This design comes from an exercise in tuning for small area on the open sky130 flow, not from production work.
RTL that was checked went through simulation tests only; none was proved equivalent to the original.

// iir_biquad_axis
module iir_biquad_axis #(
    parameter integer C_S_AXI_DATA_WIDTH = 32,
    parameter integer C_S_AXI_ADDR_WIDTH = 5,
    parameter integer DATA_WIDTH         = 32    
)(
    input  wire aclk,
    input  wire aresetn,    
    input  wire [DATA_WIDTH-1:0] s_axis_tdata,
    input  wire                  s_axis_tvalid,
    output wire                  s_axis_tready,
    input  wire                  s_axis_tlast,
    output wire [DATA_WIDTH-1:0] m_axis_tdata,
    output reg                   m_axis_tvalid,
    input  wire                  m_axis_tready,
    output reg                   m_axis_tlast,
    input  wire [C_S_AXI_ADDR_WIDTH-1:0] s_axi_awaddr,
    input  wire                          s_axi_awvalid,
    output wire                          s_axi_awready,
    input  wire [C_S_AXI_DATA_WIDTH-1:0] s_axi_wdata,
    input  wire [C_S_AXI_DATA_WIDTH/8-1:0] s_axi_wstrb,
    input  wire                          s_axi_wvalid,
    output wire                          s_axi_wready,
    output wire [1:0]                    s_axi_bresp,
    output wire                          s_axi_bvalid,
    input  wire                          s_axi_bready,
    input  wire [C_S_AXI_ADDR_WIDTH-1:0] s_axi_araddr,
    input  wire                          s_axi_arvalid,
    output wire                          s_axi_arready,
    output wire [C_S_AXI_DATA_WIDTH-1:0] s_axi_rdata,
    output wire [1:0]                    s_axi_rresp,
    output wire                          s_axi_rvalid,
    input  wire                          s_axi_rready
);
For scale: roughly 360 flip-flops, roughly 68000 µm² of cells after synthesis.
clock: 22.0 ns
lec_check: 0
abc_area: 1
cap_margin: 20
core_margin: 2
core_utilization: 40
slew_margin: 20
synth_hierarchical: 1
run.sh (not shown) runs the stock make flow with config.mk's settings and CLKGATE_MAP_FILE= SYNTH_SCRIPT=/design/flow/synth_recipe.tcl, a recipe that flattens the netlist after the stock synthesis.
Next try:
--- a/flow/config.mk
+++ b/flow/config.mk
@@ -8,6 +8,7 @@
 export ABC_AREA = 1
-export CAP_MARGIN = 20
+export CAP_MARGIN = 5
 export CORE_MARGIN = 2
 export CORE_UTILIZATION = 40
-export SLEW_MARGIN = 20
+export CTS_BUF_LIST = sky130_fd_sc_hd__clkbuf_4
+export SLEW_MARGIN = 5
 export SYNTH_HIERARCHICAL = 1
Non-clock buffer count came out lower by 2.
Register-to-register slack got worse by 0.08 ns.
First-iteration DRC count rose by 5.4%.
Global-route usage stays flat.
Function was not checked in any run of this note: the RTL went through the layout flow alone.


iir_biquad_axis, a different RTL version from the one above (not shown whole).
Size: ~6600 cells after synthesis, roughly 160 I/O pins, roughly 0.067 mm2 of cells after synthesis.
Settings: LEC_CHECK=0, ABC_AREA=1, CAP_MARGIN=10, CORE_MARGIN=2, CORE_UTILIZATION=40, CTS_BUF_LIST=sky130_fd_sc_hd__clkbuf_4, SLEW_MARGIN=5, SYNTH_HIERARCHICAL=1; clock period 22.0 ns.
standard.sh (not shown) runs the stock make flow with config.mk's settings and CLKGATE_MAP_FILE= SYNTH_SCRIPT=/design/flow/synth_recipe.tcl, a recipe that flattens the netlist after the stock synthesis.
==> flow/flow/run.sh <==
#!/bin/bash
# Layout flow: the standard flow (standard.sh), with
#  - the port buffers made from the smallest buffer cell (buf_1);
#  - clock tree synthesis with sink clusters of up to 14 flip-flops and no
#    dummy loads.
set -o pipefail
export BUFFER_PORTS_ARGS="-buffer_cell sky130_fd_sc_hd__buf_1"
export CTS_ARGS="-sink_clustering_enable -repair_clock_nets -buf_list sky130_fd_sc_hd__clkbuf_8 -sink_clustering_size 14 -sink_clustering_max_diameter 70 -dont_use_dummy_load"
bash standard.sh > standard.log 2>&1
The starting point completed with no timing, DRC or antenna violations.
Edit:
==> flow/flow/run.sh (replaced) <==
#!/bin/bash
# Layout flow: the standard flow (standard.sh), with
#  - the port buffers made from the smallest buffer cell (buf_1);
#  - clock tree synthesis with sink clusters of up to 18 flip-flops and no
#    dummy loads.
set -o pipefail
export BUFFER_PORTS_ARGS="-buffer_cell sky130_fd_sc_hd__buf_1"
export CTS_ARGS="-sink_clustering_enable -repair_clock_nets -buf_list sky130_fd_sc_hd__clkbuf_8 -sink_clustering_size 18 -sink_clustering_max_diameter 80 -dont_use_dummy_load"
bash standard.sh > standard.log 2>&1
Effect:
- cell area barely changes
- core utilization stays flat
- die area is unchanged
- synthesized area does not change
- synthesized cell count is unchanged
- register-to-register slack barely changes
- critical path depth is unchanged
- sequential share of layout area is about the same
- fmax is about the same
- flip-flop and latch count does not change
Edit:
==> flow/flow/run.sh (replaced) <==
#!/bin/bash
# Layout flow: the standard flow (standard.sh), with
#  - the port buffers made from the smallest buffer cell (buf_1);
#  - clock tree synthesis with sink clusters of up to 14 flip-flops and no
#    dummy loads.
set -o pipefail
export BUFFER_PORTS_ARGS="-buffer_cell sky130_fd_sc_hd__buf_1"
export CTS_ARGS="-sink_clustering_enable -repair_clock_nets -buf_list sky130_fd_sc_hd__clkbuf_8 -sink_clustering_size 14 -sink_clustering_max_diameter 70 -dont_use_dummy_load"
bash standard.sh > standard.log 2>&1
--- a/flow/config.mk
+++ b/flow/config.mk
@@ -12,2 +12,3 @@
 export CTS_BUF_LIST = sky130_fd_sc_hd__clkbuf_4
+export PLACE_DENSITY = 0.65
 export SLEW_MARGIN = 5
After rerunning:
- synthesized area does not change
- utilization stays flat
- routed wire length rises by 2.0%
- critical path depth does not change
- clock skew rises by 0.047 ns
- design area stays flat
- worst setup slack is worse by 0.0052 ns
- sequential cell count does not change
- via count rises by 2.9%


Another version of the RTL of iir_biquad_axis (not shown whole).
Size: ~6,500 cells after synthesis, about 0.066 sq mm of cells after synthesis.
export LEC_CHECK = 0
export ABC_AREA = 1
export CAP_MARGIN = 5
export CORE_MARGIN = 2
export CORE_UTILIZATION = 40
export CTS_BUF_LIST = sky130_fd_sc_hd__clkbuf_4
export SLEW_MARGIN = 5
export SYNTH_HIERARCHICAL = 1
create_clock -name core_clock -period 22.0 [get_ports {aclk}]
==> flow/flow/run.sh <==
#!/bin/bash
# Layout flow: the standard flow (standard.sh), with
#  - the port buffers made from the smallest buffer cell (buf_1);
#  - clock tree synthesis with sink clusters of up to 10 flip-flops and no
#    dummy loads.
set -o pipefail
export BUFFER_PORTS_ARGS="-buffer_cell sky130_fd_sc_hd__buf_1"
export CTS_ARGS="-sink_clustering_enable -repair_clock_nets -buf_list sky130_fd_sc_hd__clkbuf_8 -sink_clustering_size 10 -sink_clustering_max_diameter 60 -dont_use_dummy_load"
bash standard.sh > standard.log 2>&1
Rerun with:
==> flow/flow/run.sh (replaced) <==
#!/bin/bash
# Layout flow: the standard flow (standard.sh), with
#  - the port buffers made from the smallest buffer cell (buf_1);
#  - clock tree synthesis with sink clusters of up to 5 flip-flops and no
#    dummy loads.
set -o pipefail
export BUFFER_PORTS_ARGS="-buffer_cell sky130_fd_sc_hd__buf_1"
export CTS_ARGS="-sink_clustering_enable -repair_clock_nets -buf_list sky130_fd_sc_hd__clkbuf_4 -sink_clustering_size 5 -sink_clustering_max_diameter 50 -dont_use_dummy_load"
bash standard.sh > standard.log 2>&1
=> Cell count goes up by about 0.6%; die area stays the same; area after synthesis is unchanged; utilization hardly moves; cell area barely changes; clock-buffer cell count rose by 39; setup slack loses 0.010 ns.
Rerun with:
==> flow/flow/run.sh (replaced) <==
#!/bin/bash
# Layout flow: the standard flow, with the port buffers made from the
# smallest buffer cell (buf_1) instead of the resizer's default choice.
set -o pipefail
export BUFFER_PORTS_ARGS="-buffer_cell sky130_fd_sc_hd__buf_1"
bash standard.sh > standard.log 2>&1
Result: First-iteration DRC count barely changes; die area stays the same; routed wire length stays flat; utilization is higher by 0.39 points; sequential share of layout area is lower by 0.12 points; area after synthesis is unchanged; maximum frequency stays flat; cell count is higher slightly; flip-flop and latch count does not change.


iir_biquad_axis, a different RTL version from the one above (not shown whole).
Size in the first run: about 6,600 cells after synthesis, about 360 flip-flops, ~160 I/O pins, ~0.067 mm² of cells after synthesis.
clock: 22.0 ns
lec_check: 0
abc_area: 1
cap_margin: 5
core_margin: 2
core_utilization: 60
cts_buf_list: sky130_fd_sc_hd__clkbuf_4
cts_cluster_size: 30
place_density: 0.75
slew_margin: 5
synth_hierarchical: 1
run.sh (not shown) runs the stock make flow with config.mk's settings and CLKGATE_MAP_FILE= SYNTH_SCRIPT=/design/flow/synth_recipe.tcl, a recipe that flattens the netlist after the stock synthesis.
Stock flow here: none of the scripts above is used.
Rerun with:
- CORE_UTILIZATION: 60 -> 40
- CTS_CLUSTER_SIZE: 30 -> unset
- PLACE_DENSITY: 0.75 -> unset
What happened: The new run went through all stages and came out clean. Worst setup slack gets better by 0.041 ns. Non-clock buffer count fell by 18. Count of clock-buffer cells in the layout grows by 14. Design area went up slightly. Final cell count grows by a little under a tenth. Via count decreases by a few percent. Worst hold slack gains 0.025 ns. Wire length shrinks slightly. Global-route usage falls by 19 points. Die area came out higher by well over a third.

port drivers added, routing unchanged:
The flow's constraints put no driver on any port. The routed layouts listed below were extracted and timed again, unchanged, in two steps. Step 1, drivers: a clkbuf_16 drives aclk and a buf_2 each remaining input, both assumed. Step 2 moves the port delays by t, midway between the first and last clock arrival at a register: inputs arrive t later, outputs are due t later. That takes back most of the time a late clock gives input paths. a / b / c = ideal ports / drivers / drivers and shift; a / b = the first two.
run | t (ns) | slack for setup (ns) | worst register clock-pin slew, ns
the first run of note 1 | 0.752 | 1.020 / 1.072 / 0.321 | 0.07 / 0.07
the second run of note 1 | 1.142 | 1.350 / 1.412 / 0.270 | 0.09 / 0.09
the first run of note 2 | 0.790 | 1.755 / 1.755 / 1.755 | 0.09 / 0.09
the second run of note 2 | 0.750 | 1.752 / 1.752 / 1.752 | 0.12 / 0.12
the third run of note 2 | 0.829 | 1.747 / 1.747 / 1.747 | 0.10 / 0.10
the first run of note 3 | 0.804 | 1.838 / 1.838 / 1.838 | 0.08 / 0.08
the second run of note 3 | 1.059 | 1.827 / 1.827 / 1.827 | 0.08 / 0.08
the third run of note 3 | 1.190 | 1.785 / 1.785 / 1.785 | 0.09 / 0.09
the first run of note 4 | 1.114 | 1.424 / 1.478 / 0.364 | 0.08 / 0.08
the second run of note 4 | 1.140 | 1.465 / 1.481 / 0.341 | 0.08 / 0.08
After both steps every run listed still meets setup and hold. For the second run of note 4, which loses most, drivers alone change the setup slack by +0.016 ns; drivers and shift together by -1.124 ns.
